This design comes from an exercise in tuning for small area on the open sky130 flow, not from production work.
Function was checked by simulation only, so behaviour that the tests miss may differ from the original.
Power is estimated from default activity; no workload was simulated.

==> flow/run.sh <==
#!/bin/bash
# synth_recipe.tcl (not shown) runs the flow's synth.tcl, then flattens the netlist and writes it again
# the make line also repeats each setting of config.mk as NAME=value (left out here)
make -C /OpenROAD-flow-scripts/flow DESIGN_CONFIG=/design/flow/config.mk WORK_HOME=/design/flow/orfs CLKGATE_MAP_FILE= SYNTH_SCRIPT=/design/flow/synth_recipe.tcl finish
==> flow/config.mk <==
export PLATFORM = sky130hd
export DESIGN_NAME = health_monitor
export DESIGN_NICKNAME = health_monitor
export VERILOG_FILES = /design/flow/design.v
export SDC_FILE = /design/flow/constraint.sdc
export NUM_CORES = 4
export LEC_CHECK = 0
export CAP_MARGIN = 20
export CORE_MARGIN = 2
export CORE_UTILIZATION = 40
export SLEW_MARGIN = 20
==> flow/constraint.sdc <==
create_clock -name core_clock -period 20.0 [get_ports {clk}]
set_input_delay 4.0000 -clock core_clock [delete_from_list [all_inputs] [get_ports {clk}]]
set_output_delay 4.0000 -clock core_clock [all_outputs]
set_load 0.01 [all_outputs]
==> flow/design.v <==
module add3 (input logic [3:0] a,
	     output logic [3:0] y);
  assign y = (a<4'd5) ? a : a+4'd3;
endmodule  
`timescale 1ns / 1ps
module avg_4( 
input logic [7:0] count1, count2, count3, count4,
output logic [7:0] pulseavg
    );
    logic [9:0] sum;
    assign sum = count1 + count2 + count3 + count4;
    assign pulseavg = sum >> 2;
endmodule
module binary_to_bcd( input [7:0] b, output [3:0] hundreds, tens, ones );
   logic [3:0] a1, a2, a3, a4, a5, a6, a7;
   logic [3:0] y1, y2, y3, y4, y5, y6, y7;
   add3 U_ADD3_1 (.a(a1), .y(y1));
   add3 U_ADD3_2 (.a(a2), .y(y2));
   add3 U_ADD3_3 (.a(a3), .y(y3));
   add3 U_ADD3_4 (.a(a4), .y(y4));
   add3 U_ADD3_5 (.a(a5), .y(y5));
   add3 U_ADD3_6 (.a(a6), .y(y6));
   add3 U_ADD3_7 (.a(a7), .y(y7));
   assign a1 = {1'b0, b[7:5]};
   assign a2 = {y1[2:0], b[4]};
   assign a3 = {y2[2:0], b[3]};
   assign a4 = {y3[2:0], b[2]};
   assign a5 = {y4[2:0], b[1]};
   assign a6 = {1'b0,y1[3],y2[3],y3[3]};
   assign a7 = {y6[2:0],y4[3]};
   assign ones = {y5[2:0],b[0]};
   assign tens = {y7[2:0],y5[3]};
   assign hundreds = {2'b0,y6[3],y7[3]};
endmodule  
module counter_bcd(input logic clk, rst, enb,
	       output logic [3:0] q,
	       output logic 	  carry);
assign carry = (q == 4'd9) && enb;
  always_ff @( posedge clk )
    begin
       if (rst || carry) q <= 0;
       else if (enb) q <= q + 1;
    end
endmodule  
module debounce(input logic clk, pb, output logic pb_debounced);
   parameter CLKFREQ = 1000;     
   parameter DEBOUNCE_MS = 10;   
   parameter CTRBITS = $clog2(DEBOUNCE_MS*CLKFREQ/1000);
   logic pb_q1, pb_q2, pb_edge, carry;
   logic [CTRBITS:0] count;   
   assign carry = count[CTRBITS];
   always_ff @(posedge clk)
     begin
	pb_q1 <= pb;
	pb_q2 <= pb_q1;
	if (carry) pb_debounced <= pb_q2;
     end
   assign pb_edge = pb_q1 ^ pb_q2;   
   always_ff @(posedge clk)
     if (pb_edge) count <= '0;
     else if (!carry) count <= count + 1;
endmodule  
module pd_counter (input logic clk, rst, enb, clr,
		     output logic [7:0] q);
   always_ff @(posedge clk)
     if (rst || clr) q <= 0;
     else if (enb && (q != 8'b11111111)) q <= q + 1;
endmodule  
module pd_to_bpm(
    input logic [7:0] pd,
    output logic [7:0] bpm
);
    always_comb begin
        int i;
        bpm = 0;   
        for (i=0; i<=255; i++) begin
            if (i == pd) begin
                if (i <= 23) bpm = 255;
                else bpm = int'( 6000.0/i );
            end
        end
    end
endmodule
module pulse_fsm(
    input logic clk,
    input logic rst,
    input logic [11:0] din,
    output logic pulse
    );
    parameter THRESH_HI = 12'd2100;
    parameter THRESH_LO = 12'd2000;
    logic din_gt_hi, din_gt_lo;
    assign din_gt_hi = (din > THRESH_HI);
    assign din_gt_lo = (din > THRESH_LO);
    typedef enum logic { LO, HI } states_t;
    states_t ps, ns;
    always_ff @(posedge clk)
        if (rst) ps <= LO;
        else ps <= ns;
    always_comb begin
       ns = LO;
       pulse = 0;
       case (ps)
            LO: begin
                pulse = 0;
                if (din_gt_hi) ns = HI;
                else ns = LO;
            end
            HI: begin
                pulse = 1;
                if (din_gt_lo) ns = HI;
                else ns = LO;
            end
        endcase
    end
endmodule
module reg_enb #(parameter W=8) (input logic clk, rst, enb,
		 input logic [W-1:0] d,
		 output logic [W-1:0] q);
   always_ff @(posedge clk)
     if (rst) q <= 0;
     else if (enb) q <= d;
endmodule  
module sevenseg_hex (input logic [3:0] a,
		 output logic [6:0] segs_n );
   logic [6:0] 			    segs;   
   always_comb
     unique case (a) 
       4'h0 : segs = 7'b111_1110; 
       4'h1 : segs = 7'b011_0000; 
       4'h2 : segs = 7'b110_1101; 
       4'h3 : segs = 7'b111_1001; 
       4'h4 : segs = 7'b011_0011; 
       4'h5 : segs = 7'b101_1011; 
       4'h6 : segs = 7'b101_1111; 
       4'h7 : segs = 7'b111_0000; 
       4'h8 : segs = 7'b111_1111; 
       4'h9 : segs = 7'b111_0011;
       4'ha : segs = 7'b111_0111;
       4'hb : segs = 7'b001_1111;
       4'hc : segs = 7'b000_1101;
       4'hd : segs = 7'b011_1101;
       4'he : segs = 7'b100_1111;
       4'hf : segs = 7'b100_0111;
   endcase  
   assign segs_n = ~segs;   
endmodule  
module sevenseg_control( input logic clk, rst,
			    input logic [3:0]  d7, d6, d5, d4, d3, d2, d1, d0,
			    input logic [7:0] blank, dpmask,
			    output logic [7:0] anode_n,
			    output logic [6:0] segs_n,
			    output logic dp_n );
   logic [2:0] 			       count;
   logic [3:0] 			       dsel;
   always_ff @(posedge clk)
     if (rst) count <= 0;
     else count <= count + 1;
     assign dp_n = !((dpmask[count]==1'b1) && (blank[count]==1'b0));
   always_comb
      begin
        anode_n = '1;   
	    for (int i=0; i<=7; i=i+1)
	       if ((count == i) && (blank[i] == 1'b0)) anode_n[i] = 1'b0;
	       else anode_n[i] = 1'b1;
       end
   always_comb
     case (count) 
       3'd0: dsel = d0;
       3'd1: dsel = d1;
       3'd2: dsel = d2;
       3'd3: dsel = d3;
       3'd4: dsel = d4;
       3'd5: dsel = d5;
       3'd6: dsel = d6;
       3'd7: dsel = d7;
       default: dsel = '0;
     endcase  
   sevenseg_hex U_SEVENSEG(.a(dsel), .segs_n);
endmodule  
module single_pulser(input logic clk, din, output logic d_pulse);
   logic dq1, dq2;
   always_ff @(posedge clk)
     begin
	   dq1 <= din;
	   dq2 <= dq1;
     end
   assign d_pulse = dq1 & ~dq2;
endmodule  
`timescale 1ns / 1ps
module thermometer_decode(
    input logic [3:0] d,
    output logic [15:0] y
    );
    always_comb
        case (d)
            4'd0: y = 16'b0000000000000001;
            4'd1: y = 16'b0000000000000011;
            4'd2: y = 16'b0000000000000111;
            4'd3: y = 16'b0000000000000111;
            4'd4: y = 16'b0000000000011111;
            4'd5: y = 16'b0000000000111111;
            4'd6: y = 16'b0000000001111111;
            4'd7: y = 16'b0000000011111111;
            4'd8: y = 16'b0000000111111111;
            4'd9: y = 16'b0000001111111111;
            4'd10: y = 16'b0000011111111111;
            4'd11: y = 16'b0000111111111111;
            4'd12: y = 16'b0001111111111111;
            4'd13: y = 16'b0011111111111111;
            4'd14: y = 16'b0111111111111111;
            4'd15: y = 16'b1111111111111111;
        endcase
endmodule
module pulse_monitor (
    input logic clk, rst, pulse_in,
	output logic [3:0] d2, d1, d0,
	output logic pulse_led
);
   logic [7:0] count, count1, count2, count3, count4;
   logic [7:0] bpm;                                                     
   logic [7:0] pulseavg;
   logic pulse_db, pulse_sp, cy;                                         
   assign  pulse_led = pulse_in;                                             
   logic [3:0] q_nc;   
   debounce U_PDB(.clk,.pb(pulse_in), .pb_debounced(pulse_db));
   single_pulser U_PULSE (.clk,.din(pulse_db), .d_pulse(pulse_sp));      
   pd_counter U_COUNT (.clk,.rst,.clr(pulse_sp), .enb(cy), .q(count));    
   reg_enb U_REG1 (.clk, .rst, .enb(pulse_sp), .d(count), .q(count1));
   reg_enb U_REG2 (.clk, .rst, .enb(pulse_sp), .d(count1), .q(count2));
   reg_enb U_REG3 (.clk, .rst, .enb(pulse_sp), .d(count2), .q(count3));
   reg_enb U_REG4 (.clk, .rst, .enb(pulse_sp), .d(count3), .q(count4));
   counter_bcd U_BCDCOUNTER(.clk, .rst, .enb(1'b1), .q(q_nc), .carry(cy));
   avg_4 U_AVERAGE(.count1, .count2, .count3,.count4, .pulseavg);          
   pd_to_bpm U_PD_TO_BPM (.pd(pulseavg), .bpm(bpm));
   binary_to_bcd U_B2B (.b(bpm), .hundreds(d2), .tens(d1), .ones(d0));
endmodule
module health_monitor(
    input  logic        clk,
    input  logic        rst,
    input  logic [11:0] adc_data,    
    output logic [15:0] led,         
    output logic        pulse,       
    output logic [6:0]  segs_n,
    output logic [7:0]  anode_n,
    output logic        dp_n
    );
    logic [3:0] pd2, pd1, pd0;       
    logic       pulse_in;            
    thermometer_decode U_THERM(.d(adc_data[11:8]), .y(led));
    pulse_fsm U_PFSM(.clk, .rst(1'b0), .din(adc_data), .pulse(pulse_in));
    pulse_monitor U_PULSEMONITOR(.pulse_in, .d0(pd0), .d1(pd1), .d2(pd2),
                                 .clk, .rst, .pulse_led(pulse));
    logic [7:0] blank, dpmask;
    assign blank = 8'b11111000;
    assign dpmask = 8'b00000000;
    sevenseg_control U_SSC(
        .clk, .rst, .blank, .dpmask,
        .d7(4'd0), .d6(4'd0), .d5(4'd0), .d4(4'd0), .d3(4'd0),
        .d2(pd2), .d1(pd1), .d0(pd0),
        .anode_n, .segs_n, .dp_n
        );
endmodule
==> out/results.tsv <==
stage	metric	value	unit
floorplanning	num rows	46	
clock_network	htree depth	3	
grt	first-pass GRT wire length	31.40	mm
timing	RSZ-0062 raised after global routing	false	
synthesis	ys flop type	dfxtp_1	
pwr	Clock Power Share	0.465	
finish	Final Core Density	0.4613	
grt	largest net degree at the start of global routing	40	
finish	share of layout cells above drive strength 1	0.08621	
grt	initial antenna violation count	0	
setup_path	Buf/Inv on CP	6	
floorplanning	boundary pin count	47	
place	Final HPWL DP	13.51	mm
synthesis	syn avg cell area	7.159	um2
floorplanning	Die H	132.3	um
synthesis	Synth top area share	0.1733	
synthesis	Cell Area, Synth	6586	um2
synthesis	Syn Inst Count	920	
finish	Final Net Count	983	
synthesis	flops & latches, synth	58	
synthesis	Unique masters post-synth	93	
setup_path	Crit Path Category	reg -> out	
timing	period utilisation layout	0.8384	
timing	clk_skew	0.006224	ns
finish	Layout area overhead	12.06	%
setup_path	CP max stage cell	a211oi_1	
pwr	cell-internal power	0.0002495	W
grt	Global Route Usage Sum	0.2111	
place	RD Place Congestion	1.001	
routing	Avg Vias per Cell	6.038	
grt	vias in the first global route	6336	
routing	# DRC	0	
finish	Antenna diodes	0	
routing	Vias	6907	
clock_network	Reg clk slew, reported paths	0.05	ns
place	Port Buffers	39	
routing	wire length per cell	16.68	um
clock_network	# clock sinks	58	
synthesis	sequential fraction of the synthesis area	0.1778	
clock_network	post-CTS sizing	0	
synthesis	most frequent cell after synthesis	nand2_1	
pwr	P_leak	2.768	nW
setup_path	Top delay family on crit path	compound AO/OA/AOI/OAI gates	
synthesis	fraction of registers with async set/reset	0	
timing	Slew Viols, Final	0	
setup_path	crit path launch type	flop	
routing	post-route ant nets	0	
setup_path	worst path arrival time	12.77	ns
floorplanning	Initial Util	0.4116	
setup_path	cell with the most instances on the worst path	ha_1	
pwr	VDD IR-drop max	0.06492	mV
timing	setup TNS	0	ns
setup_path	critical path fanouts, max	13	
routing	total wire length	19.08	mm
clock_network	Clk Latency, worst-skew pair	0.32	ns
floorplanning	Die ar.	17510	um2
synthesis	ranking of synthesized cells by area	dfxtp_1, nand2_1, ha_1	
pwr	Tot Pwr	0.0003302	W
clock_network	clk root buf	clkbuf_16	
flow_run	max cap viols	0	
pwr	switching share of power	0.2443	
timing	Worst Max-Slew Pin Slew	1.026	ns
floorplanning	DIE WIDTH	132.3	um
pwr	Pwr Density	44.74	nW/um2
synthesis	synth cell count leaders	nand2_1, nor2_1, a21oi_1	
pwr	Gate power share	0.163	
routing	DRT Pass-1 Iters	5	
setup_path	Worst Path Required	16.00	ns
run_status	outcome	no timing/DRC/antenna violations	
min_path	HP Class	reg -> reg	
clock_network	hold_buf cts	0	
clock_network	Post-CTS Setup Inserts	0	
timing	Final Critical Period	16.77	ns
timing	final hold vios	0	
clock_network	CTS tree	built	
synthesis	Synth area leader	dfxtp_1	
clock_network	CTS max path bufs	2	
setup_path	Worst Setup End Kind	output pin	
synthesis	EDFF count, synth	1	
synthesis	Syn. warnings	242	
clock_network	CTS buffer count	9	
timing	f_max	59.64	MHz
setup_path	slowest stage delay, CP	0.78	ns
routing	drt initial violations	909	
pwr	Sw Pwr	0.00008066	W
timing	Slew HR	0.3097	
timing	final setup violation count	0	
floorplanning	core outline area	16000	um2
pwr	share of power burned in registers	0.372	
grt	gr ovfl total	0	
==> cells in the final DEF, fill, tap and decap left out, drive strengths merged, types with 13 or more instances in the layout <==
| cell type | count |
|---|---|
| a211oi | 14 |
| a21o | 14 |
| a21oi | 77 |
| clkdlybuf4s50 | 39 |
| dfxtp | 57 |
| ha | 37 |
| inv | 56 |
| nand2 | 125 |
| nand3 | 25 |
| nor2 | 83 |
| nor3 | 20 |
| o211ai | 16 |
| o21ai | 54 |
| or3 | 13 |
==> path summary, 6_finish.rpt <==
path,endpoint,slack [ns],startpoint,cells after the start
setup / recovery,segs_n[3],3.23,U_PULSEMONITOR.U_REG2.q[0]$_SDFFE_PP0P_,50
hold / removal,U_PULSEMONITOR.U_PULSE.dq1$_DFF_P_,0.35,U_PULSEMONITOR.U_PDB.pb_debounced$_DFFE_PP_,0
setup reg to reg,U_PULSEMONITOR.U_COUNT.q[7]$_SDFFE_PP0P_,18.16,U_PULSEMONITOR.U_BCDCOUNTER.q[0]$_SDFF_PP0_,7
hold reg to reg,U_PULSEMONITOR.U_PULSE.dq1$_DFF_P_,0.35,U_PULSEMONITOR.U_PDB.pb_debounced$_DFFE_PP_,0
==> stage by stage <==
stage | cells | instance area [um2] | worst slack (ns) | hold WS, ns
floorplan | 926 | 6609 | 5.801 | 0.3233
global placement | 1128 | 7074 | 3.892 | 0.3265
detailed placement | 1128 | 7074 | 3.719 | 0.3321
CTS | 1144 | 7381 | 3.344 | 0.3521
global route | 1144 | 7381 | 2.429 | 0.3629
finish | 1144 | 7381 | 3.232 | 0.3465
==> metal layers <==
layer	GRT usage	routed length [um]
met5	0	0
met3	0.02922	1598
met4	0.09140	743
met2	0.3299	8302
met1	0.2901	8439
==> kinds of logic after synthesis <==
group | share of synthesized area
compound gates | 0.3286
xor+xnor | 0.03305
fa+ha+maj | 0.09764
buf+inv | 0.07827
flops | 0.1778
mux | 0.02717
other cells | 0.0005694
simple gates | 0.2568
==> sequential cells by signal, summed over array words and instances (netlist names) <==
| name | cells |
|---|---|
| U_PFSM.ps | 1 |
| U_PULSEMONITOR.U_BCDCOUNTER.q | 4 |
| U_PULSEMONITOR.U_COUNT.q | 8 |
| U_PULSEMONITOR.U_PDB.count | 5 |
| U_PULSEMONITOR.U_PDB.pb_debounced | 1 |
| U_PULSEMONITOR.U_PDB.pb_q1 | 1 |
| U_PULSEMONITOR.U_PDB.pb_q2 | 1 |
| U_PULSEMONITOR.U_PULSE.dq1 | 1 |
| U_PULSEMONITOR.U_PULSE.dq2 | 1 |
| U_PULSEMONITOR.U_REG1.q | 8 |
| U_PULSEMONITOR.U_REG2.q | 8 |
| U_PULSEMONITOR.U_REG3.q | 8 |
| U_PULSEMONITOR.U_REG4.q | 8 |
| U_SSC.count | 3 |
==> power groups by stage <==
stage | logic (W) | clock network, W | registers [W]
after detailed placement | 0.0000539 | 0 | 0.000125
after global routing | 0.0000598 | 0.000163 | 0.000123
final | 0.0000539 | 0.000154 | 0.000123
after CTS | 0.0000542 | 0.000157 | 0.000123
after floorplan | 0.0000335 | 0 | 0.000124
after global placement | 0.0000538 | 0 | 0.000125
==> worst register-to-register path, stage by stage, from the launching register on <==
cell and delay (ns):
dfxtp_1 0.37, ha_1 0.18, nand2_1 0.07, nor2_1 0.15, o21a_1 0.25, nand4_1 0.23, or3_1 0.37, a21oi_1 0.14
==> area by class of cell <==
cell class / instances / area [um2]
Clock buffer: 12 / 256.5
Clock inverter: 4 / 50.05
Fill cell: 1679 / 8620
Inverter: 56 / 210.2
Multi-Input combinational cell: 747 / 4942
Sequential cell: 58 / 1171
Tap cell: 216 / 270.3
Timing Repair Buffer: 51 / 480.5

## separate check: timing with driven ports
In the flow no input, the clock included, has a driving cell. The finished layout below was timed again as built, in two steps.
Step 1: set_driving_cell puts a clkbuf_16 on clk and a buf_2 on each other input, an assumption about the parent block.
Step 2 adds t to the input delays and takes it off the output delays; t is the mean of the earliest and latest rising clock arrival at the registers after step 1. Input paths then give back, and output paths get back, about the clock's delay inside the block.
Three values: no drivers, after step 1, after step 2; two values: the first two.
t, ns: 0.348
setup slack, ns: 3.232 / 3.199 / 3.547
worst hold slack (ns): 0.346 / 0.346 / 0.346
After both steps setup and hold are still met in this run. The setup slack of this run moves by -0.033 ns with the drivers and by +0.315 ns with both steps.
